Source: an optimization exercise on an open RTL-to-GDS flow (aim: small area). Production flows keep margins and buffers that such runs may drop.
Where RTL was checked, it was by simulation tests only, not by an equivalence proof against the original.
For run 1, only the layout was checked, not whether the RTL still works.
Power and IR drop assume default switching activity.

==> design/flow/design.v <==
module oneshot_555 #(
  parameter int W = 19,
  parameter int TAP = 5,
  parameter logic [W-1:0] SNM1 = 0,
  parameter int ENDBIT = 0
) (
  input   logic   CLK,
  input   logic   FPGA_RESET,
  input   logic   DETECT,
  output  logic   OUT
);
  localparam logic [W-1:0] POL = {(W+1)/2{2'b10}};
  logic [W-1:0] q, v;
  logic run;
  assign v = q ^ POL;
  always_ff @(posedge CLK) begin
    q <= (run ? {v[W-2:0], ~(v[W-1] ^ v[TAP])} : '0) ^ POL;
    if (FPGA_RESET)
      run <= 1'b0;
    else if (run)
      run <= (v != SNM1);
    else
      run <= DETECT & ~v[ENDBIT];
  end
  assign OUT = run;
endmodule
module pong(
  input   logic   CLK_DRV,
  input   logic   FPGA_RESET,
  input   logic   COIN_SW,
  input   logic   SW1A, SW1B,
  input   logic   PAD1_OUT, PAD2_OUT,
  output  logic   PAD_TRG_N,
  output  logic   CSYNC, VIDEO, SCORE,
  output  logic   SOUND
);
  wire rst = FPGA_RESET;
  logic       c;                  
  logic [8:0] h_p;                
  logic       hrn_p;              
  logic [8:0] v_p;                
  logic       vrn_p;              
  logic       hbn_p;              
  logic       hs_p;               
  logic       vbn_p;              
  logic [3:0] p1_p, p2_p;         
  logic       p1in_p, p2in_p;     
  logic       h3a_p;              
  logic [3:0] s1_p, s2_p;         
  logic       s1e_p, s2e_p;       
  logic       stop_g;             
  logic [3:0] f1_p;               
  logic       f1cq;               
  logic       h2a_p, h2b_p;       
  logic       h3b_p, h3bcq;       
  logic [3:0] g7_p, h7_p;         
  logic       g6b_p;
  logic [2:0] a5_p;               
  logic       a2a_p;              
  logic [3:0] b3_p, a3_p;         
  logic       f3a_p, c2a_p;       
  logic       q1c;                
  logic       b5b_p, b5bcq;       
  logic       coin_p, missn_p, attn_p, hit_p;
  logic hrn, hreset;
  logic [8:0] H;
  assign hrn    = c ? ~(h_p[1] & h_p[2] & h_p[6] & h_p[7] & h_p[8]) : hrn_p;
  assign hreset = ~hrn;
  assign H      = hreset ? 9'd0 : h_p + {8'd0, ~c};
  logic vrn, vreset;
  logic [8:0] V;
  assign vrn    = (hreset & hrn_p) ? ~(v_p[0] & v_p[2] & v_p[8]) : vrn_p;
  assign vreset = ~vrn;
  assign V      = vreset ? 9'd0 : v_p + {8'd0, hrn & ~hrn_p & vrn_p};
  logic g5b, hbdn, HBLANK_N, HBLANK, hs_q, HSYNC_N, hs_clr_n, VBLANK_N, VBLANK, VSYNC_N;
  assign g5b  = ~(H[4] & H[6]);
  assign hbdn = (g5b ^ hrn) ? (~g5b & hrn) : hbn_p;
  assign HBLANK_N = hbn_p;
  assign HBLANK   = ~hbn_p;
  assign hs_clr_n = ~(H[6] | HBLANK_N);
  assign hs_q = ~hs_clr_n ? 1'b0 : (H[4] & ~h_p[4]) ? ~(~h_p[6] & h_p[5]) : hs_p;
  assign HSYNC_N = ~hs_q;
  assign VBLANK_N = (vreset ^ V[4]) ? V[4] : vbn_p;
  assign VBLANK   = ~VBLANK_N;
  assign VSYNC_N  = ~(VBLANK & V[2] & ~V[3]);
  logic ATTRACT_N, ATTRACT, SERVE_N, SERVE, e5a, F4_OUT, SC;
  assign ATTRACT_N = ~(stop_g | q1c);
  assign ATTRACT   = ~ATTRACT_N;
  logic NET;
  assign NET = ~V[2] & ~VBLANK & H[8] & (H[7:0] == 8'd0);
  logic [3:0] p1, p2;
  logic a7b_q, a7a_q, pfall, PAD1, PAD2, h3a_q, g3c;
  assign a7b_q = ~&p1_p;
  assign a7a_q = ~&p2_p;
  assign pfall = HSYNC_N & hs_p;    
  assign p1 = PAD1_OUT ? 4'd0 : p1_p + {3'd0, a7b_q & pfall & ~p1in_p};
  assign p2 = PAD2_OUT ? 4'd0 : p2_p + {3'd0, a7a_q & pfall & ~p2in_p};
  assign h3a_q = ~ATTRACT_N ? 1'b1 : (H[2] & ~h_p[2] & attn_p) ? h_p[7] : h3a_p;
  assign g3c  = ~(H[7] & ~h3a_q);
  assign PAD1 = ~PAD1_OUT & a7b_q & ~H[8] & ~g3c;
  assign PAD2 = ~PAD2_OUT & a7a_q &  H[8] & ~g3c;
  logic [3:0] f1, g7, h7;
  logic g6b, e1d_q, e1c_p, h1a_p, h1d_p, f1fall;
  logic HIT_SOUND, RST_SPEED, MISS_N;
  logic g1c, g1c_p, h1c, h1b, h1c_p, h1b_p, e1c, h1a, h1d, move_p, h2b, h2a, MOVE;
  logic L, R, h3b, hit1_n, hit2_n, HIT, HIT_N, d1a;
  logic e1b, e1b_p, bfall, ld_p, g7rco, h7rco, HVID_N;
  assign MISS_N    = HVID_N | HBLANK_N;
  assign RST_SPEED = COIN_SW | ~MISS_N;
  assign HIT_SOUND = ~c2a_q;
  logic c2a_q;
  assign e1c_p = ~(f1_p[2] & f1_p[3]);
  assign e1d_q = ~(e1c_p & ~c2a_p);                
  assign f1fall = ~e1d_q & f1cq;
  assign f1 = RST_SPEED ? 4'd0 : f1_p + {3'd0, f1fall};
  assign e1c = ~(f1[2] & f1[3]);
  assign h1a = f1[2] | f1[3];
  assign h1d = ~(e1c & h1a);
  assign h1c = ~(vreset & h1d);
  assign h1b = ~(vreset & h1a);
  assign g1c = H[8] & ~vreset;
  assign h1a_p = f1_p[2] | f1_p[3];
  assign h1d_p = ~(e1c_p & h1a_p);
  assign h1c_p = ~(~vrn_p & h1d_p);
  assign h1b_p = ~(~vrn_p & h1a_p);
  assign g1c_p = h_p[8] & vrn_p;
  assign move_p = ~(h2b_p & h2a_p);
  assign h2b = ~h1c ? 1'b0 : (~g1c & h1c_p & g1c_p) ? (move_p ? ~h2b_p : 1'b1) : h2b_p;
  assign h2a = ~h1b ? 1'b0 : (~g1c & h1b_p & g1c_p) ? (h2b_p | h2a_p) : h2a_p;
  assign MOVE = ~(h2b & h2a);
  assign d1a = SC & ATTRACT;
  assign h3b = ~hit2_n ? 1'b1 : ~hit1_n ? 1'b0 : (d1a & ~h3bcq) ? ~h3b_p : h3b_p;
  assign L = h3b;
  assign R = ~h3b;
  assign e1b   = ~(ATTRACT_N & SERVE);
  assign e1b_p = ~(attn_p & ~b5b_p);
  assign bfall = c & e1b_p;
  logic hbn_pp;
  assign hbn_pp = hbn_p & (h_p[8] | h_p[7] | h_p[5] | (|h_p[3:0]));
  assign ld_p  = &g7_p & hbn_pp & &h7_p & g6b_p;   
  always_comb begin
    g7 = g7_p; h7 = h7_p;
    if (bfall) begin
      if (ld_p) begin
        g7 = {1'b1, 1'b0, ~(~h3b_p & move_p), move_p};
        h7 = 4'b1000;
      end else begin
        g7 = g7_p + {3'd0, hbn_pp};
        h7 = h7_p + {3'd0, &g7_p & hbn_pp};
      end
    end
    if (~e1b) begin g7 = 4'd0; h7 = 4'd0; end
  end
  assign h7rco = &h7;
  assign g6b = ~e1b ? 1'b0 : (e1b_p & &h7_p & ~h7rco) ? ~g6b_p : g6b_p;
  assign g7rco = &g7 & HBLANK_N;
  assign HVID_N = ~(g7[2] & g7[3] & h7rco & g6b);
  logic [2:0] a5;
  logic a2a, VVID, VVID_N, vvid_p, bvfall, vld_p, a3rco, a3rco_p;
  logic [3:0] b3, a3, ld_v;
  logic [2:0] a6_p;
  logic a4c_p, a4b_p, b6a_p;
  assign a6_p = h_p[8] ? ~p2_p[3:1] : ~p1_p[3:1];
  assign a5 = ~ATTRACT_N ? 3'd0 : (HIT & attn_p & ~hit_p) ? a6_p : a5_p;
  assign vvid_p = b3_p[2] & b3_p[3] & a3rco_p;
  assign a3rco_p = &a3_p;
  assign a2a = HIT ? 1'b0 : (~VBLANK & ~hit_p & ~vbn_p & vvid_p) ? ~a2a_p : a2a_p;
  assign a4c_p = a5_p[0] ^ a2a_p;
  assign a4b_p = a5_p[1] ^ a2a_p;
  assign b6a_p = a5_p[2] ^ a2a_p;
  assign ld_v = {1'b0, b6a_p, a4b_p, a4c_p} + {1'b0, 1'b1, 1'b1, ~b6a_p};
  assign bvfall = ~hs_q & hs_p;
  assign vld_p = &b3_p & vbn_p & a3rco_p;
  always_comb begin
    b3 = b3_p; a3 = a3_p;
    if (bvfall) begin
      if (vld_p) begin
        b3 = ld_v; a3 = 4'd0;
      end else begin
        b3 = b3_p + {3'd0, vbn_p};
        a3 = a3_p + {3'd0, &b3_p & vbn_p};
      end
    end
  end
  assign a3rco  = &a3;
  assign VVID   = b3[2] & b3[3] & a3rco;
  assign VVID_N = ~VVID;
  logic g1b;
  assign g1b = ~HVID_N & VVID;
  assign hit1_n = ~(g1b & PAD1);
  assign hit2_n = ~(g1b & PAD2);
  assign HIT   = ~(hit1_n & hit2_n);
  assign HIT_N = ~HIT;
  logic f5b, f5a, f5b_p, f5a_p;
  logic [3:0] s1, s2;
  logic s1e, s2e;
  assign f5b = ~L & ~MISS_N & ATTRACT_N;
  assign f5a = ~R & ~MISS_N & ATTRACT_N;
  assign f5b_p = ~h3b_p & ~missn_p & attn_p & ~coin_p;
  assign f5a_p =  h3b_p & ~missn_p & attn_p & ~coin_p;
  function automatic logic [4:0] cnt7490(input logic [3:0] q_p, input logic e_p, input logic ck);
    logic a, b, cc, d, e;
    a = ck ? ~q_p[0] : q_p[0];
    if (q_p[0] & ~a) begin         
      b = ~q_p[3] ? ~q_p[1] : 1'b0;
      if (q_p[1] & q_p[2] & ~q_p[3]) d = 1'b1;
      else if (~(q_p[1] & q_p[2]) & q_p[3]) d = 1'b0;
      else d = q_p[3];
    end else begin
      b = q_p[1];
      d = q_p[3];
    end
    cc = (q_p[1] & ~b) ? ~q_p[2] : q_p[2];
    e  = (q_p[3] & ~d) ? ~e_p : e_p;
    cnt7490 = {e, d, cc, b, a};
  endfunction
  always_comb begin
    {s1e, s1} = cnt7490(s1_p, s1e_p, ~f5b & f5b_p);
    {s2e, s2} = cnt7490(s2_p, s2e_p, ~f5a & f5a_p);
    if (COIN_SW) begin
      {s1e, s1} = 5'd0;
      {s2e, s2} = 5'd0;
    end
  end
  logic sa, sb, sc_, sd;
  always_comb begin
    unique case ({H[6], H[5]})
      2'b00: {sd, sc_, sb, sa} = {~s1e, ~s1e, ~s1e, 1'b1};
      2'b01: {sd, sc_, sb, sa} = {s1[3], s1[2], s1[1], s1[0]};
      2'b10: {sd, sc_, sb, sa} = {~s2e, ~s2e, ~s2e, 1'b1};
      2'b11: {sd, sc_, sb, sa} = {s2[3], s2[2], s2[1], s2[0]};
    endcase
  end
  logic e3a, e3b, e3c, d2c, f2a;
  assign e3a = ~H[7];
  assign e3b = ~(H[8] | H[6] | e3a);
  assign e3c = H[8] & H[6] & e3a;
  assign d2c = ~(e3b | e3c);
  assign f2a = ~(~V[5] | V[6] | V[7] | d2c);
  logic sa_, sb_, sc2, sd_, se, sf, sg;
  always_comb begin
    if (!f2a)
      {sa_, sb_, sc2, sd_, se, sf, sg} = 7'b0000000;
    else
      unique case ({sd, sc_, sb, sa})
        4'b0000: {sa_, sb_, sc2, sd_, se, sf, sg} = 7'b1111110;
        4'b0001: {sa_, sb_, sc2, sd_, se, sf, sg} = 7'b0110000;
        4'b0010: {sa_, sb_, sc2, sd_, se, sf, sg} = 7'b1101101;
        4'b0011: {sa_, sb_, sc2, sd_, se, sf, sg} = 7'b1111001;
        4'b0100: {sa_, sb_, sc2, sd_, se, sf, sg} = 7'b0110011;
        4'b0101: {sa_, sb_, sc2, sd_, se, sf, sg} = 7'b1011011;
        4'b0110: {sa_, sb_, sc2, sd_, se, sf, sg} = 7'b0011111;
        4'b0111: {sa_, sb_, sc2, sd_, se, sf, sg} = 7'b1110000;
        4'b1000: {sa_, sb_, sc2, sd_, se, sf, sg} = 7'b1111111;
        4'b1001: {sa_, sb_, sc2, sd_, se, sf, sg} = 7'b1110011;
        4'b1010: {sa_, sb_, sc2, sd_, se, sf, sg} = 7'b0001101;
        4'b1011: {sa_, sb_, sc2, sd_, se, sf, sg} = 7'b0011001;
        4'b1100: {sa_, sb_, sc2, sd_, se, sf, sg} = 7'b0100011;
        4'b1101: {sa_, sb_, sc2, sd_, se, sf, sg} = 7'b1001011;
        4'b1110: {sa_, sb_, sc2, sd_, se, sf, sg} = 7'b0001111;
        4'b1111: {sa_, sb_, sc2, sd_, se, sf, sg} = 7'b0000000;
      endcase
  end
  logic fe, bc, ga, gd;
  assign fe = H[4] & ~H[2] & ~H[3];
  assign bc = H[4] & H[2] & H[3];
  assign ga = H[4] & ~V[2] & ~V[3];
  assign gd = H[4] & V[2] & V[3];
  assign SCORE = (fe & ~V[4] & sf) | (fe & V[4] & se) | (bc & ~V[4] & sb_) | (bc & V[4] & sc2)
               | (ga & ~V[4] & sa_) | (gd & ~V[4] & sg) | (gd & V[4] & sd_);
  logic b2a;
  assign b2a = (s1[0] & (SW1A ? s1[2] : 1'b1) & s1e) | (s2[0] & (SW1B ? s2[2] : 1'b1) & s2e);
  logic f3a;
  assign f3a = ~SERVE_N ? 1'b0 : (~VBLANK & b5b_p & ~vbn_p) ? vvid_p : f3a_p;
  assign c2a_q = HIT ? 1'b0 : (a3rco & ~(hit_p | a3rco_p)) ? 1'b1 : c2a_p;
  oneshot_555 #(.W(16), .TAP(6), .SNM1(16'd41679), .ENDBIT(0)) sound_os(
    .CLK(CLK_DRV), .FPGA_RESET, .DETECT(missn_p & ~MISS_N), .OUT(SC));
  assign SOUND = ~(ATTRACT_N & ~((~a3[1] | ~f3a) & ~(HIT_SOUND & a3[0]) & ~(V[5] & SC)));
  oneshot_555 #(.W(19), .TAP(5), .SNM1(19'd232822), .ENDBIT(2)) serve_os(
    .CLK(CLK_DRV), .FPGA_RESET, .DETECT(~coin_p & missn_p & ~(~COIN_SW & MISS_N)), .OUT(F4_OUT));
  assign e5a = ATTRACT_N & ~F4_OUT;
  assign SERVE_N = ~e5a ? 1'b0 : (PAD1 & ~b5bcq) ? 1'b1 : b5b_p;
  assign SERVE = ~SERVE_N;
  assign PAD_TRG_N = ~V[8];
  assign CSYNC = ~(HSYNC_N ^ VSYNC_N);
  assign VIDEO = (g1b | NET | PAD1 | PAD2) & HBLANK_N & VBLANK_N;
  always_ff @(posedge CLK_DRV) begin
    if (rst) begin
      c <= 1'b0; hrn_p <= 1'b0; vrn_p <= 1'b0; hs_p <= 1'b0;
      p1_p <= '0; p2_p <= '0;
      s1_p <= '0; s2_p <= '0; s1e_p <= 1'b0; s2e_p <= 1'b0;
      f1_p <= '0; h2a_p <= 1'b0; h3b_p <= 1'b0;
      g7_p <= '0; h7_p <= '0; g6b_p <= 1'b0;
      a2a_p <= 1'b0; b3_p <= '0; a3_p <= '0;
      c2a_p <= 1'b0; q1c <= 1'b1;
    end else begin
      c <= ~c; hrn_p <= hrn; vrn_p <= vrn; hs_p <= hs_q;
      p1_p <= p1; p2_p <= p2;
      s1_p <= s1; s2_p <= s2; s1e_p <= s1e; s2e_p <= s2e;
      f1_p <= f1; h2a_p <= h2a; h3b_p <= h3b;
      g7_p <= g7; h7_p <= h7; g6b_p <= g6b;
      a2a_p <= a2a; b3_p <= b3; a3_p <= a3;
      c2a_p <= c2a_q;
      if (stop_g) q1c <= 1'b1;
      else if (COIN_SW) q1c <= 1'b0;
    end
  end
  always_ff @(posedge CLK_DRV) begin
    h_p     <= H;
    v_p     <= V;
    hbn_p   <= hbdn;
    vbn_p   <= VBLANK_N;
    h3a_p   <= h3a_q;
    h2b_p   <= h2b;
    a5_p    <= a5;
    f3a_p   <= f3a;
    b5b_p   <= SERVE_N;
    p1in_p  <= PAD1_OUT;
    p2in_p  <= PAD2_OUT;
    stop_g  <= b2a;
    f1cq    <= ~RST_SPEED & e1d_q;
    h3bcq   <= ~hit2_n | ~hit1_n | d1a;
    b5bcq   <= ~e5a | PAD1;
    coin_p  <= COIN_SW;
    missn_p <= MISS_N;
    attn_p  <= ATTRACT_N;
    hit_p   <= HIT;
  end
endmodule
==> design/flow/flow/run.sh <==
#!/bin/bash
# Standard layout with four changes: the combinational logic is re-mapped for
# area before global placement (flow/restructure.tcl), combinational cells
# are sized down to their smallest drive after placement (flow/downsize.tcl),
# the clock tree is built of clkbuf_4 without dummy loads, and the port
# buffers are buf_1.
set -euo pipefail
export PRE_GLOBAL_PLACE_TCL="$PWD/flow/restructure.tcl"
export POST_RESIZE_TCL="$PWD/flow/downsize.tcl"
export CTS_ARGS="-sink_clustering_enable -repair_clock_nets -buf_list sky130_fd_sc_hd__clkbuf_4 -sink_clustering_size 30 -sink_clustering_max_diameter 100 -dont_use_dummy_load"
export BUFFER_PORTS_ARGS="-buffer_cell sky130_fd_sc_hd__buf_1"
bash standard.sh > standard.log 2>&1
==> design/flow/flow/downsize.tcl <==
# Hook run after the placement resizer (POST_RESIZE_TCL). The clock period
# leaves a lot of setup slack, so every combinational cell that synthesis
# mapped at a drive strength above the smallest is swapped for the smallest
# cell of the same function, then slew and capacitance are repaired again
# and timing is recovered where needed.
set n 0
foreach inst [get_cells *] {
  set master [get_property $inst ref_name]
  if { ![regexp {^(sky130_fd_sc_hd__[a-z0-9]+)_([0-9]+)$} $master -> base drive] } { continue }
  if { [regexp {df|dl|clk|tap|fill|decap|conb|diode} $base] } { continue }
  if { $drive <= 1 } { continue }
  foreach d {0 1} {
    if { $d >= $drive } { break }
    set cand [get_lib_cells -quiet */${base}_$d]
    if { [llength $cand] == 0 } { continue }
    if { [lsearch -exact $::env(DONT_USE_CELLS) ${base}_$d] >= 0 } { continue }
    replace_cell $inst [lindex $cand 0]
    incr n
    break
  }
}
puts "downsize: replaced $n cells"
log_cmd estimate_parasitics -placement
log_cmd repair_design -cap_margin 20 -slew_margin 20
log_cmd repair_timing -setup -setup_margin 0
report_design_area
==> design/flow/flow/restructure.tcl <==
# Hook run at the start of global placement, before the ports are buffered
# (PRE_GLOBAL_PLACE_TCL): re-map the combinational logic between the
# registers and ports for area with OpenROAD's restructure (ABC). Registers
# are not touched.
set_dont_use $::env(DONT_USE_CELLS)
set rmp_dir $::env(RESULTS_DIR)/rmp
file mkdir $rmp_dir
set tielo sky130_fd_sc_hd__conb_1/LO
set tiehi sky130_fd_sc_hd__conb_1/HI
report_design_area
log_cmd restructure -target area -liberty_file [lindex $::env(LIB_FILES) 0] \
  -tielo_port $tielo -tiehi_port $tiehi -work_dir $rmp_dir -abc_logfile $rmp_dir/abc.log
report_design_area
==> design/flow/standard.sh <==
#!/bin/bash
# synth_recipe.tcl (not shown) runs the flow's synth.tcl, then flattens the netlist and writes it again
# the make line also repeats each setting of config.mk as NAME=value (left out here)
make -C /OpenROAD-flow-scripts/flow DESIGN_CONFIG=/design/flow/config.mk WORK_HOME=/design/flow/orfs CLKGATE_MAP_FILE= SYNTH_SCRIPT=/design/flow/synth_recipe.tcl "${@:-finish}"
==> design/flow/config.mk <==
export PLATFORM = sky130hd
export DESIGN_NAME = pong
export DESIGN_NICKNAME = pong
export VERILOG_FILES = /design/flow/design.v
export SDC_FILE = /design/flow/constraint.sdc
export NUM_CORES = 4
export LEC_CHECK = 0
export ABC_AREA = 1
export CAP_MARGIN = 20
export CORE_MARGIN = 2
export CORE_UTILIZATION = 40
export SLEW_MARGIN = 20
==> design/flow/constraint.sdc <==
create_clock -name core_clock -period 20.0 [get_ports {CLK_DRV}]
set_input_delay 4.0000 -clock core_clock [delete_from_list [all_inputs] [get_ports {CLK_DRV}]]
set_output_delay 4.0000 -clock core_clock [all_outputs]
set_load 0.01 [all_outputs]
==> reports/results.ini, run 1 <==
[status]
status = timing/DRC/antenna clean

[power_and_ir_drop]
total_leakage_power_nw = 1.661
pwr-share-comb_pct = 3.2
clkPwrFrac_pct = 30.2
ir_drop_uv = 55.74
p_int_w = 0.0002877
p_sw_w = 0.00008429
p_seq_share_pct = 66.6
power_density_mw_per_mm2 = 71.52
swShare_pct = 22.66

[route]
initialDrtViolationCount = 272
drc_errors = 0
vias = 4174
drt-total-wl_um = 11100
avgRoutedWirePerCell_um = 14.00
vias_per_cell = 5.264
dr.pass1.iters = 4
ant_nets = 0

[placement]
gp_congestion = 0.8671
placed_area_mm2 = 0.005074
dpl.hpwl_um = 8308
io_buffer_count = 11

[cts]
clock-sinks = 122
cts_inserted_buffers = 17
cts_hold_buf = 0
htree_levels = 4
clk_pin_slew_ns = 0.09
cts-root-buf = clkbuf_4
cts.path.max_buffers = 2
clock_latency_ns = 0.52
cts.repair.resized = 0
post-cts-setup-buffers = 0
cts_tree = built

[flow_run]
cap_violations = 0

[setup_path]
cp_slowest_cell = or4_1
start_kind = input pin
cp_max_fo = 5
max_stage_delay_ns = 0.62
required_ns = 16.00
worst_r2r_path_depth = 35
worstSetupPathType = in2out
setup.worst_path.end_class = output pin
critPathArrivalTime_ns = 9.77

[sta]
relSlewSlack_pct = 50.93
rsz0062_at_grt = no
min_period_over_period_pct = 68.83
setup_viol = 0
skew_ns = 0.02963
min_period_ns = 13.77
hold_viol_final = 0
drv_slew = 0
max_slew.worst_pin.slew_ns = 0.7284
fmax_mhz = 72.64
setup_tns_ns = 0

[cells_and_area]
final_net_count = 622
fin_util_pct = 37.18
fillers = 1462
drive_gt1_share_pct = 2.936
layout_common_cells = dfxtp_1 (121), nor2_1 (106), clkinv_1 (73)
area_delta_synth_final_pct = -10.10
final_common_cell = dfxtp_1
final_cell_area_mm2 = 0.005201
n_antenna_cell = 0

[grt]
grt_usage_pct = 15.05
grt_start_max_net_pins = 30
grt_overflow = 0
grt_pass1_vias = 3952
grt_pass1_wl_um = 18820
antenna_found_initial = 0

[yosys]
ys_ff_latch = 122
yosys_warnings = 3
synth_fp_nets = 821
syn_area_per_cell_um2 = 7.380
synth_edf_count = 1
syn_inst = 784
yosysSeqAreaShare_pct = 42.39
synth_flop_cell = dfxtp_1
netlist_area_mm2 = 0.005786
async_reset_ff_share_pct = 0
ys_types = 44

[floorplan]
start_util_pct = 41.36
die_y_um = 124.3
die_width_um = 124.3
die_area_mm2 = 0.01544
rows = 43
pin_count = 12
coreArea_mm2 = 0.01399

[hold_path]
hold_path_depth = 1
holdCritPathClass = reg2reg

final timing paths:
kind,from,endpoint,slack [ns]
worst max-delay path,PAD1_OUT,SCORE,6.23
worst max register to register,h_p[0],stop_g,13.51
worst min register to register,serve_os.q[0],serve_os.q[1],0.40
worst min-delay path,serve_os.q[0],serve_os.q[1],0.40
critical path: cells and delay by family:
kind | cells | cell delay (ns)
simple gates | 12 | 2.87
buf+inv | 6 | 0.79
compound gates | 11 | 2.12
final cells by class:
type	instances	area, µm²	area share (%)
Clock buffer	17	127.6	2.454
Inverter	73	274.0	5.268
Multi-Input combinational cell	386	2064	39.69
Sequential cell	122	2452	47.15
Tap cell	180	225.2	4.330
Timing Repair Buffer	15	57.56	1.107
state kept, by name, indices dropped and copies added (netlist names), 3 cells and up:
register and cells:
p1_p 4, a5_p 3, b3_p 4, g7_p 4, h_p 9, a3_p 4, sound_os.q 16, s1_p 4
v_p 9, serve_os.q 19, f1_p 4, p2_p 4, s2_p 4, h7_p 4
power by group through the flow:
stage	combinational, W	sequential [W]	clock (W)
after global placement	0.0000120	0.000253	0
after detailed placement	0.0000119	0.000253	0
final	0.0000120	0.000248	0.000112
after floorplan	0.0000122	0.000253	0
after global routing	0.0000135	0.000248	0.000129
after CTS	0.0000119	0.000248	0.000118
cells in the mapped netlist (2+ instances only):
library cell / instances / area (µm²)
ha_1: 30 / 375.4
nor4_1: 9 / 56.30
nor3_1: 19 / 95.09
nor3b_1: 2 / 15.01
nand3_2: 2 / 20.02
nand2_4: 3 / 33.78
clkinv_1: 4 / 15.01
or2_2: 2 / 12.51
inv_2: 6 / 22.52
nand2_2: 9 / 56.30
a211oi_1: 4 / 30.03
nand3_1: 54 / 270.3
xor2_1: 10 / 87.58
mux2i_1: 3 / 30.03
nor2_2: 4 / 25.02
inv_1: 103 / 386.6
dfxtp_1: 121 / 2422
xnor2_1: 8 / 70.07
nor2_1: 131 / 491.7
nand3b_1: 2 / 15.01
clkbuf_1: 7 / 26.28
nand2_1: 164 / 615.6
a31oi_1: 3 / 18.77
o21ai_2: 3 / 26.28
a21oi_1: 21 / 105.1
nor2_4: 6 / 67.56
o21ai_0: 17 / 85.08
nand4_1: 21 / 131.4
through the flow:
stage,total power [W],worst slack (ns),hold WS (ns),std cells
after floorplan,0.0002655,8.985,0.3611,784
after global placement,0.0002652,6.680,0.3687,776
after detailed placement,0.0002652,6.335,0.3728,776
after CTS,0.0003776,6.318,0.4002,793
after global routing,0.0003902,5.536,0.4177,793
final,0.0003720,6.234,0.3964,793
cell families after synthesis:
logic type / count (synthesis) / synth area share (%)
muxes: 3 / 0.5191
buffers and inverters: 122 / 8.002
adders and majority gates: 30 / 6.488
xor gates and xnor gates: 18 / 2.725
DFF: 122 / 42.39
and+or+nand+nor: 431 / 33.56
AOI/OAI and AO/OA: 58 / 6.315
per-layer routing:
metal	vias up	share of wire [%]	global-route usage, %
li1	2116	-	-
met1	1945	48	18.99
met5	-	0	0
met4	0	2.0	6.808
met3	17	4.0	4.424
met2	96	46	23.79
==> inputs of run 2 (changes only) <==
--- a/design/flow/design.v
+++ b/design/flow/design.v
@@ -47,7 +47,6 @@
   logic       p1in_p, p2in_p;     
   logic       h3a_p;              
   logic [3:0] s1_p, s2_p;         
-  logic       s1e_p, s2e_p;       
   logic       stop_g;             
   logic [3:0] f1_p;               
   logic       f1cq;               
@@ -198,37 +197,20 @@
   assign f5a = ~R & ~MISS_N & ATTRACT_N;
   assign f5b_p = ~h3b_p & ~missn_p & attn_p & ~coin_p;
   assign f5a_p =  h3b_p & ~missn_p & attn_p & ~coin_p;
-  function automatic logic [4:0] cnt7490(input logic [3:0] q_p, input logic e_p, input logic ck);
-    logic a, b, cc, d, e;
-    a = ck ? ~q_p[0] : q_p[0];
-    if (q_p[0] & ~a) begin         
-      b = ~q_p[3] ? ~q_p[1] : 1'b0;
-      if (q_p[1] & q_p[2] & ~q_p[3]) d = 1'b1;
-      else if (~(q_p[1] & q_p[2]) & q_p[3]) d = 1'b0;
-      else d = q_p[3];
-    end else begin
-      b = q_p[1];
-      d = q_p[3];
-    end
-    cc = (q_p[1] & ~b) ? ~q_p[2] : q_p[2];
-    e  = (q_p[3] & ~d) ? ~e_p : e_p;
-    cnt7490 = {e, d, cc, b, a};
-  endfunction
-  always_comb begin
-    {s1e, s1} = cnt7490(s1_p, s1e_p, ~f5b & f5b_p);
-    {s2e, s2} = cnt7490(s2_p, s2e_p, ~f5a & f5a_p);
-    if (COIN_SW) begin
-      {s1e, s1} = 5'd0;
-      {s2e, s2} = 5'd0;
-    end
-  end
+  assign s1 = COIN_SW ? 4'd0 : s1_p + {3'd0, ~f5b & f5b_p};
+  assign s2 = COIN_SW ? 4'd0 : s2_p + {3'd0, ~f5a & f5a_p};
+  logic [3:0] d1, d2;                 
+  assign s1e = s1[3] & (s1[2] | s1[1]);
+  assign s2e = s2[3] & (s2[2] | s2[1]);
+  assign d1 = s1e ? {1'b0, s1[2] & s1[1], s1[2] & ~s1[1], s1[0]} : s1;
+  assign d2 = s2e ? {1'b0, s2[2] & s2[1], s2[2] & ~s2[1], s2[0]} : s2;
   logic sa, sb, sc_, sd;
   always_comb begin
     unique case ({H[6], H[5]})
       2'b00: {sd, sc_, sb, sa} = {~s1e, ~s1e, ~s1e, 1'b1};
-      2'b01: {sd, sc_, sb, sa} = {s1[3], s1[2], s1[1], s1[0]};
+      2'b01: {sd, sc_, sb, sa} = d1;
       2'b10: {sd, sc_, sb, sa} = {~s2e, ~s2e, ~s2e, 1'b1};
-      2'b11: {sd, sc_, sb, sa} = {s2[3], s2[2], s2[1], s2[0]};
+      2'b11: {sd, sc_, sb, sa} = d2;
     endcase
   end
   logic e3a, e3b, e3c, d2c, f2a;
@@ -269,7 +251,7 @@
   assign SCORE = (fe & ~V[4] & sf) | (fe & V[4] & se) | (bc & ~V[4] & sb_) | (bc & V[4] & sc2)
                | (ga & ~V[4] & sa_) | (gd & ~V[4] & sg) | (gd & V[4] & sd_);
   logic b2a;
-  assign b2a = (s1[0] & (SW1A ? s1[2] : 1'b1) & s1e) | (s2[0] & (SW1B ? s2[2] : 1'b1) & s2e);
+  assign b2a = (d1[0] & (SW1A ? d1[2] : 1'b1) & s1e) | (d2[0] & (SW1B ? d2[2] : 1'b1) & s2e);
   logic f3a;
   assign f3a = ~SERVE_N ? 1'b0 : (~VBLANK & b5b_p & ~vbn_p) ? vvid_p : f3a_p;
   assign c2a_q = HIT ? 1'b0 : (a3rco & ~(hit_p | a3rco_p)) ? 1'b1 : c2a_p;
@@ -288,7 +270,7 @@
     if (rst) begin
       c <= 1'b0; hrn_p <= 1'b0; vrn_p <= 1'b0; hs_p <= 1'b0;
       p1_p <= '0; p2_p <= '0;
-      s1_p <= '0; s2_p <= '0; s1e_p <= 1'b0; s2e_p <= 1'b0;
+      s1_p <= '0; s2_p <= '0;
       f1_p <= '0; h2a_p <= 1'b0; h3b_p <= 1'b0;
       g7_p <= '0; h7_p <= '0; g6b_p <= 1'b0;
       a2a_p <= 1'b0; b3_p <= '0; a3_p <= '0;
@@ -296,7 +278,7 @@
     end else begin
       c <= ~c; hrn_p <= hrn; vrn_p <= vrn; hs_p <= hs_q;
       p1_p <= p1; p2_p <= p2;
-      s1_p <= s1; s2_p <= s2; s1e_p <= s1e; s2e_p <= s2e;
+      s1_p <= s1; s2_p <= s2;
       f1_p <= f1; h2a_p <= h2a; h3b_p <= h3b;
       g7_p <= g7; h7_p <= h7; g6b_p <= g6b;
       a2a_p <= a2a; b3_p <= b3; a3_p <= a3;
==> design/flow/flow/run.sh (replaced) <==
#!/bin/bash
# Standard layout with four changes: the combinational logic is re-mapped for
# area before global placement (flow/restructure.tcl), combinational cells
# are sized down to their smallest drive after placement (flow/downsize.tcl),
# the clock tree is built of clkbuf_8 without dummy loads, and the port
# buffers are buf_1.
set -euo pipefail
export PRE_GLOBAL_PLACE_TCL="$PWD/flow/restructure.tcl"
export POST_RESIZE_TCL="$PWD/flow/downsize.tcl"
export CTS_ARGS="-sink_clustering_enable -repair_clock_nets -buf_list sky130_fd_sc_hd__clkbuf_8 -sink_clustering_size 16 -sink_clustering_max_diameter 200 -dont_use_dummy_load"
export BUFFER_PORTS_ARGS="-buffer_cell sky130_fd_sc_hd__buf_1"
bash standard.sh > standard.log 2>&1
==> design/flow/flow/restructure.tcl (replaced) <==
# Hook run at the start of global placement, before the ports are buffered
# (PRE_GLOBAL_PLACE_TCL): re-map the combinational logic between the
# registers and ports for area with OpenROAD's restructure (ABC). Registers
# are not touched. restructure does not honour set_dont_use, so it is given
# a copy of the Liberty file without the platform's don't-use cells.

# Copy Liberty file src to dst without the cells named in drop.
proc filter_lib { src dst drop } {
  set f [open $src r]
  set t [read $f]
  close $f
  set out [open $dst w]
  set pos 0
  set n [string length $t]
  set re {\n[ \t]*cell[ \t]*\([ \t]*"?([A-Za-z0-9_]+)"?[ \t]*\)[ \t]*\{}
  while { [regexp -indices -start $pos $re $t m name] } {
    set nm [string range $t [lindex $name 0] [lindex $name 1]]
    set s [lindex $m 0]
    set e [lindex $m 1]
    if { [lsearch -exact $drop $nm] < 0 } {
      puts -nonewline $out [string range $t $pos $e]
      set pos [expr { $e + 1 }]
      continue
    }
    puts -nonewline $out [string range $t $pos [expr { $s - 1 }]]
    set depth 0
    set i $e
    while { $i < $n } {
      set ch [string index $t $i]
      if { $ch eq "\{" } {
        incr depth
      } elseif { $ch eq "\}" } {
        incr depth -1
        if { $depth == 0 } { break }
      }
      incr i
    }
    set pos [expr { $i + 1 }]
  }
  puts -nonewline $out [string range $t $pos end]
  close $out
}

set_dont_use $::env(DONT_USE_CELLS)
set rmp_dir $::env(RESULTS_DIR)/rmp
file mkdir $rmp_dir
set lib $rmp_dir/restructure.lib
filter_lib [lindex $::env(LIB_FILES) 0] $lib $::env(DONT_USE_CELLS)
report_design_area
log_cmd restructure -target area -liberty_file $lib \
  -tielo_port sky130_fd_sc_hd__conb_1/LO -tiehi_port sky130_fd_sc_hd__conb_1/HI \
  -work_dir $rmp_dir -abc_logfile $rmp_dir/abc.log
report_design_area
==> reports/results.ini, run 2 <==
[cts]
cts_inserted_buffers = 17
htree_levels = 4
post-cts-setup-buffers = 0
clock_latency_ns = 0.43
cts_tree = built
cts-root-buf = clkbuf_8
cts.path.max_buffers = 2
clk_pin_slew_ns = 0.07
clock-sinks = 120
cts.repair.resized = 0
cts_hold_buf = 0

[sta]
hold_viol_final = 0
setup_tns_ns = 0
max_slew.worst_pin.slew_ns = 0.9484
relSlewSlack_pct = 35.14
drv_slew = 0
min_period_ns = 14.62
rsz0062_at_grt = no
min_period_over_period_pct = 73.11
setup_viol = 0
fmax_mhz = 68.39
fin_ws_ns = 5.377
skew_ns = 0.01648

[setup_path]
setup.worst_path.end_class = output pin
cp_max_fo = 6
max_stage_delay_ns = 0.53
cp_slowest_cell = o21ai_0
required_ns = 16.00
worstSetupPathType = in2out
critPathArrivalTime_ns = 10.62
start_kind = input pin
cp_common_cell = clkinv_1

[floorplan]
start_util_pct = 41.01
coreArea_mm2 = 0.01388
die_y_um = 123.3
die_area_mm2 = 0.01520
die_width_um = 123.3
pin_count = 12
rows = 43

[yosys]
yosys_warnings = 3
synth_flop_cell = dfxtp_1
yosysMostFrequentCell = nand2_1
synth_compound_area_share_pct = 8.198
async_reset_ff_share_pct = 0
yosysTopAreaCell = dfxtp_1
yosysSeqAreaShare_pct = 42.37
syn_inst = 759
netlist_area_mm2 = 0.005693
ys_types = 52
synth-xor-area-share_pct = 3.077
syn_area_per_cell_um2 = 7.501
synth_top_cells_by_count = nand2_1 (147), dfxtp_1 (119), nor2_1 (118)
synthMuxAreaShare_pct = 0.5275
ys_ff_latch = 120
synth_fp_nets = 799
synth_top_family_by_area = simple AND/OR/NAND/NOR gates
synthTopCellsByArea = dfxtp_1 (42%), nand2_1 (9.7%), nor2_1 (7.8%)
synth_fa_ha_area_share_pct = 7.253
synth-simple-area-share_pct = 29.85
synth_top_area_share_pct = 41.85
synth_edf_count = 1

[cells_and_area]
fillers = 1418
multi_input_area_mm2 = 0.002034
layout_common_cells = dfxtp_1 (119), nor2_1 (110), clkinv_1 (89)
final_net_count = 642
final_common_cell = dfxtp_1
reg_top3 = serve_os.q: 19 flops, sound_os.q: 16 flops
area_delta_synth_final_pct = -6.659
n_antenna_cell = 0
largest_reg_flops = 19
final-seq-area_mm2 = 0.002412
drive_gt1_share_pct = 3.002
regMostFlops = serve_os.q

[power_and_ir_drop]
total_leakage_power_nw = 1.707
ir_drop_uv = 24.60
power_density_mw_per_mm2 = 76.99
clkPwrFrac_pct = 37.6
p_int_w = 0.0003196
pwr-share-comb_pct = 2.8
p_sw_w = 0.00008949
swShare_pct = 21.88
p_seq_share_pct = 59.7

[grt]
grt_start_max_net_pins = 29
grt_pass1_vias = 3992
grt_pass1_wl_um = 18890
antenna_found_initial = 0
grt_overflow = 0
grt_usage_pct = 16.05

[hold_path]
holdCritPathClass = reg2reg

[status]
status = timing/DRC/antenna clean

[placement]
gp_congestion = 0.8720
place_worst_setup_slack_ns = 5.532
io_buffer_count = 11
dpl.hpwl_um = 8367

[route]
drc_errors = 0
vias = 4180
vias_per_cell = 5.141
dr.pass1.iters = 5
initialDrtViolationCount = 263
ant_nets = 0
avgRoutedWirePerCell_um = 13.75
drt-total-wl_um = 11180

[flow_run]
cap_violations = 0

[run 2: cell count changes after synthesis, moves of 4 or more]
cell     before  now
inv_1       103  116
nand2_1     164  147
nand3_1      54   43
nor2_1      131  118
nor3_1       19   12
nor4_1        9    5
o21ai_0      17   24
[run 2: cells by family after synthesis]
| group | after synthesis |
|---|---|
| fa+ha+maj | 33 |
| flops | 120 |
| mux | 3 |
| simple gates | 373 |
| xor+xnor | 20 |
| buf+inv | 132 |
| compound gates | 78 |
[run 2: final timing paths]
check             cells after the start      startpoint             end  slack (ns)
setup / recovery                     32        PAD1_OUT           SCORE        5.38
hold / removal                        1  serve_os.q[12]  serve_os.q[13]        0.38
setup reg to reg                     31               c          stop_g       12.43
hold reg to reg                       1  serve_os.q[12]  serve_os.q[13]        0.38
[run 2: through the flow]
stage	hold WS [ns]	utilization (%)	cells	power, W	instance area [µm²]
finish	0.3841	38.28	813	0.0004091	5314
global route	0.4089	38.28	813	0.0004250	5314
CTS	0.3815	38.28	813	0.0004135	5314
detailed placement	0.3750	36.60	796	0.0002606	5080
global placement	0.3714	36.52	795	0.0002601	5070
floorplan	0.3611	-	759	0.0002600	5693
[run 2: worst max-delay path, delay by kind of cell]
| kind | cells | cell delay (ns) |
|---|---|---|
| AND/OR/NAND/NOR | 12 | 3.39 |
| AO/OA/AOI/OAI | 11 | 2.11 |
| buffers and inverters | 9 | 1.15 |
[run 2: cell type report]
type,count,share of cell area [%]
inverters,89,6.287
flip-flops and latches,120,45.40
repair buffers,15,1.389
clock buffers,17,4.403
multi-input cells,392,38.29
well taps,180,4.238
[run 2: power by group through the flow]
stage | Clock (W) | Combinational (W) | Sequential [W]
CTS | 0.000158 | 0.0000114 | 0.000244
floorplan | 0 | 0.0000113 | 0.000249
global route | 0.000168 | 0.0000125 | 0.000244
global placement | 0 | 0.0000109 | 0.000249
finish | 0.000154 | 0.0000113 | 0.000244
detailed placement | 0 | 0.0000113 | 0.000249
[run 2: per-layer routing]
metal	vias to the layer above	wire length [µm]	track usage, %
met3	22	452	4.105
li1	2152	-	-
met4	0	255	7.173
met1	1912	5394	20.60
met5	-	0	0
met2	94	5075	25.38
==> inputs of run 3 (changes only) <==
==> design/flow/flow/run.sh (replaced) <==
#!/bin/bash
# Standard layout with four changes: the combinational logic is re-mapped for
# area before global placement (flow/restructure.tcl), combinational cells
# are sized down to their smallest drive after placement (flow/downsize.tcl),
# the clock tree is built of clkbuf_4 without dummy loads, and the port
# buffers are buf_1.
set -euo pipefail
export PRE_GLOBAL_PLACE_TCL="$PWD/flow/restructure.tcl"
export POST_RESIZE_TCL="$PWD/flow/downsize.tcl"
export CTS_ARGS="-sink_clustering_enable -repair_clock_nets -buf_list sky130_fd_sc_hd__clkbuf_4 -sink_clustering_size 30 -sink_clustering_max_diameter 100 -dont_use_dummy_load"
export BUFFER_PORTS_ARGS="-buffer_cell sky130_fd_sc_hd__buf_1"
bash standard.sh > standard.log 2>&1
--- a/design/flow/config.mk
+++ b/design/flow/config.mk
@@ -5,7 +5,6 @@
 export SDC_FILE = /design/flow/constraint.sdc
 export NUM_CORES = 4
 export LEC_CHECK = 0
-export ABC_AREA = 1
 export CAP_MARGIN = 20
 export CORE_MARGIN = 2
 export CORE_UTILIZATION = 40
==> reports/results.ini, run 3 <==
[cts]
post-cts-setup-buffers = 0
cts-root-buf = clkbuf_4
cts.path.max_buffers = 2
htree_levels = 4
cts_inserted_buffers = 17
cts_tree = built
clk_pin_slew_ns = 0.12
cts_hold_buf = 0
clock_latency_ns = 0.54
clock-sinks = 120
cts.repair.resized = 0

[setup_path]
r2r_slack_ns = 13.74
timing.rr.end = stop_g
worstSetupPathType = in2out
cp.buffers_inverters = 6
worst_r2r_path_depth = 27
cp_max_fo = 4
path_cells = buf_1, nor3_1, clkinv_1, nor3_1, o21ai_0, nor2b_1, or4_1, nor2_1, clkinv_1, o311ai_0, nor2b_1, nand2_1, clkinv_1, o21ai_0, nor4_1, a41oi_1, clkinv_1, o21ai_0, nor2_1, o311a_1, o211ai_1, nand3_1, o21ai_0, buf_1
critPathArrivalTime_ns = 9.24
required_ns = 16.00
r2r_start = h_p[0]
start_kind = input pin
cp_top_family = compound AO/OA/AOI/OAI gates
setup.worst_path.end_class = output pin
max_stage_delay_ns = 0.57
cp_slowest_cell = o311ai_0

[cells_and_area]
final_cell_area_mm2 = 0.005271
drive_gt1_share_pct = 2.853
final_net_count = 640
reg_top3 = serve_os.q: 19 flops, sound_os.q: 16 flops
multi_input_area_mm2 = 0.002117
final_common_cell = dfxtp_1
fillers = 1478
largest_reg_flops = 19
n_antenna_cell = 0
layout_common_cells = dfxtp_1 (119), nor2_1 (102), clkinv_1 (87)
area_delta_synth_final_pct = -11.92
regMostFlops = serve_os.q
final-seq-area_mm2 = 0.002412

[power_and_ir_drop]
p_int_w = 0.0002831
pwr-share-comb_pct = 3.1
clkPwrFrac_pct = 30.3
power_density_mw_per_mm2 = 69.42
total_leakage_power_nw = 1.666
p_seq_share_pct = 66.5
ir_drop_uv = 37.57
p_sw_w = 0.00008283
swShare_pct = 22.63

[sta]
relSlewSlack_pct = 33.38
min_period_over_period_pct = 66.20
max_slew.worst_pin.slew_ns = 0.9889
setup_viol = 0
hold-worst-slack_ns = 0.3584
skew_ns = 0.04463
min_period_ns = 13.24
fmax_mhz = 75.53
setup_tns_ns = 0
hold_viol_final = 0
drv_slew = 0
rsz0062_at_grt = no

[yosys]
synth_edf_count = 1
ys_types = 81
synth_fp_nets = 728
yosysSeqAreaShare_pct = 40.31
synth_top_area_share_pct = 39.81
synthTopCellsByArea = dfxtp_1 (40%), ha_1 (6.9%), nand2_1 (4.8%)
syn_area_per_cell_um2 = 8.698
netlist_area_mm2 = 0.005984
yosys_warnings = 3
syn_inst = 688
synth_top_cells_by_count = dfxtp_1 (119), nand2_1 (76), nor2_1 (72)
async_reset_ff_share_pct = 0
synth_flop_cell = dfxtp_1
yosysTopAreaCell = dfxtp_1
yosysMostFrequentCell = dfxtp_1
ys_ff_latch = 120

[grt]
grt_pass1_vias = 4066
grt_usage_pct = 14.79
grt_pass1_wl_um = 19020
antenna_found_initial = 0
grt_start_max_net_pins = 25
grt_overflow = 0

[route]
avgRoutedWirePerCell_um = 13.85
drc_errors = 0
route.met2.wl_um = 5415
vias = 4277
drt-total-wl_um = 11290
wl_met3_um = 472
ant_nets = 0
highest_layer = met4
initialDrtViolationCount = 246
m1WireLength_um = 5208
dr.pass1.iters = 5
vias_per_cell = 5.248

[hold_path]
hold_path_depth = 1
min_to = serve_os.q[5]
min-delay-start = serve_os.q[4]
holdCritPathClass = reg2reg

[placement]
gp_congestion = 0.8498
dpl.hpwl_um = 8503
io_buffer_count = 11
placed_area_mm2 = 0.005144

[floorplan]
die_y_um = 126.3
die_width_um = 126.3
die_area_mm2 = 0.01596
start_util_pct = 41.02
coreArea_mm2 = 0.01459
pin_count = 12
rows = 44

[flow_run]
cap_violations = 0

[status]
status = timing/DRC/antenna clean

[run 3: cell types whose count changed in the layout (fill, tap and decap cells not counted), moves of 4 or more]
cell	previous run	this run
o311a_1	0	4
clkbuf_4	0	17
nand2_1	58	45
nor4_1	12	8
nand4_1	4	8
nor2_1	110	102
or3_1	9	4
o21ai_0	36	40
clkbuf_8	17	0
a221oi_1	0	4
nor2b_1	2	7
[run 3: logic make-up after synthesis]
group	Yosys count	synth area share, %
buf+inv	56	3.930
simple gates	319	28.27
compound gates	106	12.32
flops	120	40.31
fa+ha+maj	34	7.067
mux	16	2.697
xor+xnor	37	5.415
[run 3: worst reg2reg max path: stages (launching register included)]
cell	delay, ns
dfxtp_1	0.36
clkinv_1	0.11
nor3_1	0.48
nand2_1	0.17
nor2_1	0.29
clkinv_1	0.20
nor2_1	0.18
nand3_1	0.18
o311ai_0	0.45
buf_1	0.24
clkinv_1	0.18
nor3_1	0.29
clkinv_1	0.14
nor3_1	0.14
o21ai_0	0.11
nor2b_1	0.16
or4_1	0.45
nor2_1	0.26
a221oi_1	0.12
a31oi_1	0.25
nand3_1	0.12
nand3b_1	0.17
nand2b_1	0.18
a2bb2oi_1	0.34
nor2b_1	0.30
o22ai_1	0.12
nand2_1	0.10
o32ai_1	0.07
[run 3: how the worst max path moves through the flow]
stage	end	startpoint	slack, ns	cells after the start
3_3_place_gp	SCORE	PAD1_OUT	7.13	24
3_5_place_dp	SCORE	PAD1_OUT	6.86	24
4_1_cts	SCORE	PAD1_OUT	6.83	24
2_1_floorplan	SCORE	PAD1_OUT	8.34	22
6_report	SCORE	PAD1_OUT	6.76	24
5_1_grt	SCORE	PAD1_OUT	6.20	24
[run 3: power by group through the flow]
| stage | logic (W) | registers [W] | clock network (W) |
|---|---|---|---|
| finish | 0.0000114 | 0.000244 | 0.000111 |
| global route | 0.0000129 | 0.000244 | 0.000127 |
| CTS | 0.0000114 | 0.000244 | 0.000116 |
| detailed placement | 0.0000114 | 0.000249 | 0 |
| global placement | 0.0000114 | 0.000249 | 0 |
| floorplan | 0.0000128 | 0.000249 | 0 |
[run 3: per-layer routing]
layer / up-vias / global-route usage, %
met5: - / 0
met4: 0 / 6.723
met3: 18 / 4.175
met2: 93 / 24.26
met1: 1973 / 18.09
li1: 2193 / -
[run 3: cell type report]
class | count | area share, %
Multi-Input combinational cell | 392 | 40.16
Tap cell | 184 | 4.367
Clock buffer | 17 | 2.421
Sequential cell | 120 | 45.76
Timing Repair Buffer | 15 | 1.092
Inverter | 87 | 6.195
[run 3: stage by stage]
stage               std cells  worst slack (ns)  util, %   power, W
finish                    815             6.760    36.13  0.0003659
global route              815             6.196    36.13  0.0003833
floorplan                 688             8.344        -  0.0002616
global placement          798             7.130    35.35  0.0002604
detailed placement        798             6.858    35.26  0.0002604
CTS                       815             6.834    36.13  0.0003714
==> inputs of run 4 (changes only) <==
--- a/design/flow/config.mk
+++ b/design/flow/config.mk
@@ -5,6 +5,7 @@
 export SDC_FILE = /design/flow/constraint.sdc
 export NUM_CORES = 4
 export LEC_CHECK = 0
+export ABC_AREA = 1
 export CAP_MARGIN = 20
 export CORE_MARGIN = 2
 export CORE_UTILIZATION = 40
==> reports/results.ini, run 4 <==
[status]
status = timing/DRC/antenna clean

[grt]
grt_pass1_vias = 3986
antenna_found_initial = 1
grt_pass1_wl_um = 18800
grt_start_max_net_pins = 29
grt_overflow = 0
grt_usage_pct = 15.95

[route]
drt-total-wl_um = 11140
initialDrtViolationCount = 236
ant_nets = 0
avgRoutedWirePerCell_um = 13.69
vias_per_cell = 5.233
dr.pass1.iters = 6
drc_errors = 0
vias = 4260

[setup_path]
required_ns = 16.00
r2r_slack_ns = 12.42
max_stage_delay_ns = 0.53
timing.rr.end = stop_g
setup.worst_path.end_class = output pin
r2r_start = c
cp_common_cell = clkinv_1
worstSetupPathType = in2out
cp_slowest_cell = o21ai_0
critPathArrivalTime_ns = 10.59
cp_max_fo = 6
worst_r2r_path_depth = 31
start_kind = input pin

[placement]
dpl.hpwl_um = 8367
gp_congestion = 0.8720
place_worst_setup_slack_ns = 5.532
io_buffer_count = 11

[yosys]
syn_inst = 759
yosysSeqAreaShare_pct = 42.37
synth_flop_cell = dfxtp_1
yosysTopAreaCell = dfxtp_1
async_reset_ff_share_pct = 0
synth_top_cells_by_count = nand2_1 (147), dfxtp_1 (119), nor2_1 (118)
synth_edf_count = 1
yosysMostFrequentCell = nand2_1
ys_ff_latch = 120
yosys_warnings = 3
netlist_area_mm2 = 0.005693
syn_area_per_cell_um2 = 7.501
synth_top_area_share_pct = 41.85
synthTopCellsByArea = dfxtp_1 (42%), nand2_1 (9.7%), nor2_1 (7.8%)
synth_fp_nets = 799
ys_types = 52

[sta]
drv_slew = 0
rsz0062_at_grt = no
skew_ns = 0.02832
relSlewSlack_pct = 38.82
max_slew.worst_pin.slew_ns = 0.8945
fin_ws_ns = 5.405
hold_viol_final = 0
setup_tns_ns = 0
fmax_mhz = 68.52
min_period_ns = 14.59
min_period_over_period_pct = 72.97
setup_viol = 0

[cells_and_area]
final_common_cell = dfxtp_1
drive_gt1_share_pct = 3.002
layout_common_cells = dfxtp_1 (119), nor2_1 (110), clkinv_1 (89)
reg_top3 = serve_os.q: 19 flops, sound_os.q: 16 flops
largest_reg_flops = 19
fillers = 1434
regMostFlops = serve_os.q
final_net_count = 642
area_delta_synth_final_pct = -8.483
fin_util_pct = 37.53

[cts]
cts_hold_buf = 0
cts-root-buf = clkbuf_4
htree_levels = 4
clock-sinks = 120
clock_latency_ns = 0.51
clk_pin_slew_ns = 0.10
post-cts-setup-buffers = 0
cts_inserted_buffers = 17
cts.repair.resized = 0
cts_tree = built
cts.path.max_buffers = 2

[flow_run]
cap_violations = 0

[power_and_ir_drop]
pwr-share-comb_pct = 3.1
p_sw_w = 0.00008326
total_leakage_power_nw = 1.663
ir_drop_uv = 21.91
power_density_mw_per_mm2 = 70.39
clkPwrFrac_pct = 30.5
p_int_w = 0.0002835
p_seq_share_pct = 66.5
swShare_pct = 22.70

[hold_path]
min-delay-start = serve_os.q[12]
hold_path_depth = 1
holdCritPathClass = reg2reg
min_to = serve_os.q[13]

[floorplan]
pin_count = 12
coreArea_mm2 = 0.01388
die_width_um = 123.3
rows = 43
die_area_mm2 = 0.01520
die_y_um = 123.3
start_util_pct = 41.01

==> run 4: changes by cell type in the layout (fill, tap and decap cells not counted), moves of 5 or more <==
cell and change:
nor2b_1 -5, or3_1 +5, nor2_1 +8, nand2_1 +13
==> run 4: how the worst max path moves through the flow <==
stage	to	slack (ns)	depth (start not counted)	start
after floorplan	SCORE	8.48	29	PAD1_OUT
after global placement	SCORE	5.87	32	PAD1_OUT
after detailed placement	SCORE	5.53	32	PAD1_OUT
after CTS	SCORE	5.50	32	PAD1_OUT
after global routing	SCORE	4.62	32	PAD1_OUT
final	SCORE	5.41	32	PAD1_OUT
==> run 4: logic make-up after synthesis <==
kind of cell	share of synthesized area, %
adder cells (fa/ha/maj)	7.253
buffers and inverters	8.725
AND/OR/NAND/NOR	29.85
AO/OA/AOI/OAI	8.198
multiplexers	0.5275
flip-flops	42.37
XOR/XNOR	3.077
==> run 4: cell type report <==
| cell class | count | area (µm²) | area share [%] |
|---|---|---|---|
| diodes | 1 | 2.502 | 0.04803 |
| multi-input cells | 392 | 2034 | 39.05 |
| well taps | 180 | 225.2 | 4.323 |
| flip-flops and latches | 120 | 2412 | 46.30 |
| clock buffers | 17 | 127.6 | 2.450 |
| inverters | 89 | 334.1 | 6.412 |
| repair buffers | 15 | 73.82 | 1.417 |
==> run 4: per-stage QoR <==
step / instances / total power [W] / area [µm²] / hold slack [ns]
CTS: 813 / 0.0003720 / 5207 / 0.3764
floorplan: 759 / 0.0002600 / 5693 / 0.3611
detailed placement: 796 / 0.0002606 / 5080 / 0.3750
global route: 814 / 0.0003822 / 5210 / 0.4068
global placement: 795 / 0.0002601 / 5070 / 0.3714
finish: 814 / 0.0003667 / 5210 / 0.3767
==> run 4: per-layer routing <==
metal	GRT usage (%)	share of wire [%]	routed length, µm
met4	6.960	2.4	265
met5	0	0	0
met3	4.105	4.1	455
met1	20.37	48	5366
met2	25.41	45	5056
==> run 4: power groups by stage <==
stage	sequential [W]	combinational [W]	clock, W
detailed placement	0.000249	0.0000113	0
finish	0.000244	0.0000113	0.000112
global placement	0.000249	0.0000109	0
floorplan	0.000249	0.0000113	0
CTS	0.000244	0.0000114	0.000117
global route	0.000244	0.0000125	0.000126
==> run 4: worst max-delay path, delay by kind of cell <==
kind | cells | cell delay, ns
AOI/OAI and AO/OA | 11 | 2.09
buffers and inverters | 9 | 1.15
and+or+nand+nor | 12 | 3.37
==> inputs of run 5 (changes only) <==
--- a/design/flow/flow/run.sh
+++ b/design/flow/flow/run.sh
@@ -7,6 +7,6 @@
 set -euo pipefail
 export PRE_GLOBAL_PLACE_TCL="$PWD/flow/restructure.tcl"
 export POST_RESIZE_TCL="$PWD/flow/downsize.tcl"
-export CTS_ARGS="-sink_clustering_enable -repair_clock_nets -buf_list sky130_fd_sc_hd__clkbuf_4 -sink_clustering_size 30 -sink_clustering_max_diameter 100 -dont_use_dummy_load"
+export CTS_ARGS="-sink_clustering_enable -repair_clock_nets -buf_list sky130_fd_sc_hd__clkbuf_4 -sink_clustering_size 12 -sink_clustering_max_diameter 60 -dont_use_dummy_load"
 export BUFFER_PORTS_ARGS="-buffer_cell sky130_fd_sc_hd__buf_1"
 bash standard.sh > standard.log 2>&1
==> reports/results.ini, run 5 <==
[cts]
cts.path.max_buffers = 2
cts_tree = built
cts-root-buf = clkbuf_4
cts.repair.resized = 0
clk_pin_slew_ns = 0.10
htree_levels = 4
cts_hold_buf = 0
clock-sinks = 120
cts_inserted_buffers = 17
post-cts-setup-buffers = 0
clock_latency_ns = 0.51

[floorplan]
die_width_um = 123.3
die_y_um = 123.3
coreArea_mm2 = 0.01388
rows = 43
start_util_pct = 41.01
die_area_mm2 = 0.01520
pin_count = 12

[cells_and_area]
drive_gt1_share_pct = 3.002
layout_common_cells = dfxtp_1 (119), nor2_1 (110), clkinv_1 (89)
final-seq-area_mm2 = 0.002412
final_net_count = 642
multi_input_area_mm2 = 0.002034
area_delta_synth_final_pct = -8.483
final_common_cell = dfxtp_1
fillers = 1434
regMostFlops = serve_os.q
reg_top3 = serve_os.q: 19 flops, sound_os.q: 16 flops
largest_reg_flops = 19

[yosys]
yosysMostFrequentCell = nand2_1
async_reset_ff_share_pct = 0
synth_edf_count = 1
yosysSeqAreaShare_pct = 42.37
synth_flop_cell = dfxtp_1
synth_fp_nets = 799
yosys_warnings = 3
netlist_area_mm2 = 0.005693
ys_ff_latch = 120
yosysTopAreaCell = dfxtp_1
ys_types = 52
synthTopCellsByArea = dfxtp_1 (42%), nand2_1 (9.7%), nor2_1 (7.8%)
synth_top_cells_by_count = nand2_1 (147), dfxtp_1 (119), nor2_1 (118)
syn_area_per_cell_um2 = 7.501
synth_top_area_share_pct = 41.85
syn_inst = 759

[placement]
io_buffer_count = 11
dpl.hpwl_um = 8367
gp_congestion = 0.8720

[route]
avgRoutedWirePerCell_um = 13.69
ant_nets = 0
initialDrtViolationCount = 236
vias_per_cell = 5.233
drt-total-wl_um = 11140
vias = 4260
drc_errors = 0
dr.pass1.iters = 6

[sta]
fmax_mhz = 68.52
drv_slew = 0
relSlewSlack_pct = 38.82
skew_ns = 0.02832
max_slew.worst_pin.slew_ns = 0.8945
rsz0062_at_grt = no
min_period_over_period_pct = 72.97
hold_viol_final = 0
setup_viol = 0
min_period_ns = 14.59
setup_tns_ns = 0

[setup_path]
critPathArrivalTime_ns = 10.59
cp_common_cell = clkinv_1
cp_slowest_cell = o21ai_0
max_stage_delay_ns = 0.53
worstSetupPathType = in2out
cp_max_fo = 6
worst_r2r_path_depth = 31
required_ns = 16.00
setup.worst_path.end_class = output pin
start_kind = input pin

[hold_path]
holdCritPathClass = reg2reg
hold_path_depth = 1

[grt]
grt_overflow = 0
grt_pass1_wl_um = 18800
use_met3_pct = 4.105
grt_start_max_net_pins = 29
grt_usage_pct = 15.95
antenna_found_initial = 1
grt_pass1_vias = 3986
globalRouteMet2Util_pct = 25.41
top_usage_layer = met2
grt_use_met1_pct = 20.37

[status]
status = timing/DRC/antenna clean

[power_and_ir_drop]
ir_drop_uv = 21.91
power_density_mw_per_mm2 = 70.39
fin_total_pwr_w = 0.0003667
total_leakage_power_nw = 1.663

[flow_run]
cap_violations = 0

==> run 5: cell counts after synthesis <==
No cell type changed its count.
==> run 5: per-layer routing <==
metal  wire (µm)  part of all wire (%)  vias to the layer above
met1        5366                    48                     1980
li1            -                     -                     2156
met5           0                     0                        -
met3         455                   4.1                       26
met4         265                   2.4                        0
met2        5056                    45                       98
==> run 5: worst max-delay path: cells and delay by family <==
family	cells	cell delay, ns
buffers and inverters	9	1.15
AO/OA/AOI/OAI	11	2.09
AND/OR/NAND/NOR	12	3.37
==> run 5: path summary, 6_finish.rpt <==
path	start	slack [ns]	endpoint
worst min-delay path	serve_os.q[12]	0.38	serve_os.q[13]
worst max register to register	c	12.42	stop_g
worst min register to register	serve_os.q[12]	0.38	serve_os.q[13]
worst max-delay path	PAD1_OUT	5.41	SCORE
==> run 5: cell families (layout without fill, tap and decap cells) <==
group / count (synthesis) / in the layout / synth area share [%]
mux: 3 / 0 / 0.5275
buf+inv: 132 / 121 / 8.725
flops: 120 / 120 / 42.37
xor+xnor: 20 / 1 / 3.077
simple gates: 373 / 259 / 29.85
other cells: 0 / 1 / 0
compound gates: 78 / 132 / 8.198
fa+ha+maj: 33 / 0 / 7.253
==> run 5: area by class of cell <==
type	count	area share, %
timing repair buffer	15	1.417
antenna	1	0.04803
sequential	120	46.30
clock buffer	17	2.450
multi-input combinational	392	39.05
inverter	89	6.412
tap	180	4.323
==> run 5: power by group <==
group | leakage [nW] | total, W | internal (W) | switching, W
registers | 0.973 | 0.000244 | 0.000241 | 0.00000230
logic | 0.611 | 0.0000113 | 0.00000328 | 0.00000797
clock network | 0.0782 | 0.000112 | 0.0000388 | 0.0000730
==> run 5: stage by stage <==
step / cell area, µm² / setup slack (ns) / hold WS, ns / utilization, % / std cells
floorplan: 5693 / 8.484 / 0.3611 / - / 759
global placement: 5070 / 5.868 / 0.3714 / 36.52 / 795
detailed placement: 5080 / 5.532 / 0.3750 / 36.60 / 796
CTS: 5207 / 5.505 / 0.3764 / 37.52 / 813
global route: 5210 / 4.617 / 0.4068 / 37.53 / 814
finish: 5210 / 5.405 / 0.3767 / 37.53 / 814
==> inputs of run 6 (changes only) <==
--- a/design/flow/flow/run.sh
+++ b/design/flow/flow/run.sh
@@ -7,6 +7,6 @@
 set -euo pipefail
 export PRE_GLOBAL_PLACE_TCL="$PWD/flow/restructure.tcl"
 export POST_RESIZE_TCL="$PWD/flow/downsize.tcl"
-export CTS_ARGS="-sink_clustering_enable -repair_clock_nets -buf_list sky130_fd_sc_hd__clkbuf_4 -sink_clustering_size 12 -sink_clustering_max_diameter 60 -dont_use_dummy_load"
+export CTS_ARGS="-sink_clustering_enable -repair_clock_nets -buf_list {sky130_fd_sc_hd__clkbuf_2 sky130_fd_sc_hd__clkbuf_4} -sink_clustering_size 30 -sink_clustering_max_diameter 100 -dont_use_dummy_load"
 export BUFFER_PORTS_ARGS="-buffer_cell sky130_fd_sc_hd__buf_1"
 bash standard.sh > standard.log 2>&1
==> reports/results.ini, run 6 <==
[yosys]
syn_area_per_cell_um2 = 7.501
yosysSeqAreaShare_pct = 42.37
async_reset_ff_share_pct = 0
synthTopCellsByArea = dfxtp_1 (42%), nand2_1 (9.7%), nor2_1 (7.8%)
synth_flop_cell = dfxtp_1
synth_top_cells_by_count = nand2_1 (147), dfxtp_1 (119), nor2_1 (118)
yosys_warnings = 3
ys_types = 52
synth_top_area_share_pct = 41.85
yosysTopAreaCell = dfxtp_1
synth_edf_count = 1
yosysMostFrequentCell = nand2_1
synth_fp_nets = 799
netlist_area_mm2 = 0.005693
ys_ff_latch = 120
syn_inst = 759

[grt]
grt_start_max_net_pins = 29
antenna_found_initial = 1
grt_usage_pct = 15.95
grt_pass1_vias = 3986
grt_overflow = 0
grt_pass1_wl_um = 18800

[placement]
gp_congestion = 0.8720
io_buffer_count = 11
dpl.hpwl_um = 8367

[cts]
cts.path.max_buffers = 2
clock-sinks = 120
cts.repair.resized = 0
cts_inserted_buffers = 17
post-cts-setup-buffers = 0
cts_tree = built
clock_latency_ns = 0.51
cts_hold_buf = 0
htree_levels = 4
cts-root-buf = clkbuf_4
clk_pin_slew_ns = 0.10

[setup_path]
cp_common_cell = clkinv_1
max_stage_delay_ns = 0.53
start_kind = input pin
required_ns = 16.00
r2r_slack_ns = 12.42
cp_slowest_cell = o21ai_0
cp_max_fo = 6
setup.worst_path.end_class = output pin
critPathArrivalTime_ns = 10.59
worstSetupPathType = in2out

[hold_path]
holdCritPathClass = reg2reg

[sta]
hold_viol_final = 0
drv_slew = 0
rsz0062_at_grt = no
min_period_ns = 14.59
setup_tns_ns = 0
min_period_over_period_pct = 72.97
setup_viol = 0
relSlewSlack_pct = 38.82
fmax_mhz = 68.52
skew_ns = 0.02832
max_slew.worst_pin.slew_ns = 0.8945

[route]
dr.pass1.iters = 6
initialDrtViolationCount = 236
drt-total-wl_um = 11140
drc_errors = 0
avgRoutedWirePerCell_um = 13.69
vias = 4260
vias_per_cell = 5.233
ant_nets = 0

[floorplan]
die_y_um = 123.3
coreArea_mm2 = 0.01388
start_util_pct = 41.01
die_width_um = 123.3
pin_count = 12
rows = 43
die_area_mm2 = 0.01520

[cells_and_area]
multi_input_area_mm2 = 0.002034
layout_common_cells = dfxtp_1 (119), nor2_1 (110), clkinv_1 (89)
final-seq-area_mm2 = 0.002412
fin_util_pct = 37.53
drive_gt1_share_pct = 3.002
fillers = 1434
reg_top3 = serve_os.q: 19 flops, sound_os.q: 16 flops
final_common_cell = dfxtp_1
largest_reg_flops = 19
area_delta_synth_final_pct = -8.483
final_net_count = 642
regMostFlops = serve_os.q

[flow_run]
cap_violations = 0

[power_and_ir_drop]
total_leakage_power_nw = 1.663
power_density_mw_per_mm2 = 70.39
fin_total_pwr_w = 0.0003667
ir_drop_uv = 21.91

[status]
status = timing/DRC/antenna clean

## run 6: kinds of logic (layout without fill, tap and decap cells)
logic type,after synthesis,after routing,synth area share (%)
other cells,0,1,0
fa+ha+maj,33,0,7.253
xor+xnor,20,1,3.077
buf+inv,132,121,8.725
flops,120,120,42.37
compound gates,78,132,8.198
mux,3,0,0.5275
simple gates,373,259,29.85
## run 6: path summary, 6_finish.rpt
check / cells after the start / startpoint / to
worst max-delay path: 32 / PAD1_OUT / SCORE
worst min-delay path: 1 / serve_os.q[12] / serve_os.q[13]
worst max register to register: 31 / c / stop_g
worst min register to register: 1 / serve_os.q[12] / serve_os.q[13]
## run 6: layout make-up
cell class              instances  share of cell area, %
diodes                          1                0.04803
repair buffers                 15                  1.417
inverters                      89                  6.412
well taps                     180                  4.323
clock buffers                  17                  2.450
flip-flops and latches        120                  46.30
multi-input cells             392                  39.05
## run 6: through the flow
step	setup WS [ns]	area, µm²	cells	hold slack (ns)
finish	5.405	5210	814	0.3767
global route	4.617	5210	814	0.4068
CTS	5.505	5207	813	0.3764
detailed placement	5.532	5080	796	0.3750
global placement	5.868	5070	795	0.3714
floorplan	8.484	5693	759	0.3611
## run 6: power by group
group / leakage, nW / internal, W / switching (W)
combinational: 0.611 / 0.00000328 / 0.00000797
clock: 0.0782 / 0.0000388 / 0.0000730
sequential: 0.973 / 0.000241 / 0.00000230
total: 1.66 / 0.000283 / 0.0000833
## run 6: metal layers
metal	track usage, %	share of wire [%]	vias up
li1	-	-	2156
met1	20.37	48	1980
met2	25.41	45	98
met3	4.105	4.1	26
met4	6.960	2.4	0
met5	0	0	-
## run 6: critical path: cells and delay by family
family,cells,cell delay [ns]
buf+inv,9,1.15
compound gates,11,2.09
simple gates,12,3.37

re-timing with driven ports:
The results above use ideal ports. As a check the final layouts listed here were re-extracted and re-timed, cells and wires unchanged.
Step 1: set_driving_cell puts a clkbuf_16 on CLK_DRV and a buf_2 on each other input, an assumption about the parent block.
Step 2 moves the port delays by t, midway between the first and last clock arrival at a register: inputs arrive t later, outputs are due t later. That takes back most of the time a late clock gives input paths.
a / b / c = no drivers / after step 1 / after step 2; a / b = the first two.
| run | t, ns | setup WS [ns] | cell pins on the clock port's net |
|---|---|---|---|
| run 1 | 0.540 | 6.234 / 6.212 / 6.212 | 1 |
| run 2 | 0.453 | 5.377 / 5.358 / 5.358 | 1 |
| run 3 | 0.544 | 6.760 / 6.738 / 6.738 | 1 |
| run 4 | 0.532 | 5.405 / 5.386 / 5.386 | 1 |
| run 5 | 0.532 | 5.405 / 5.386 / 5.386 | 1 |
| run 6 | 0.532 | 5.405 / 5.386 / 5.386 | 1 |
After both steps setup and hold are still met in every run listed.
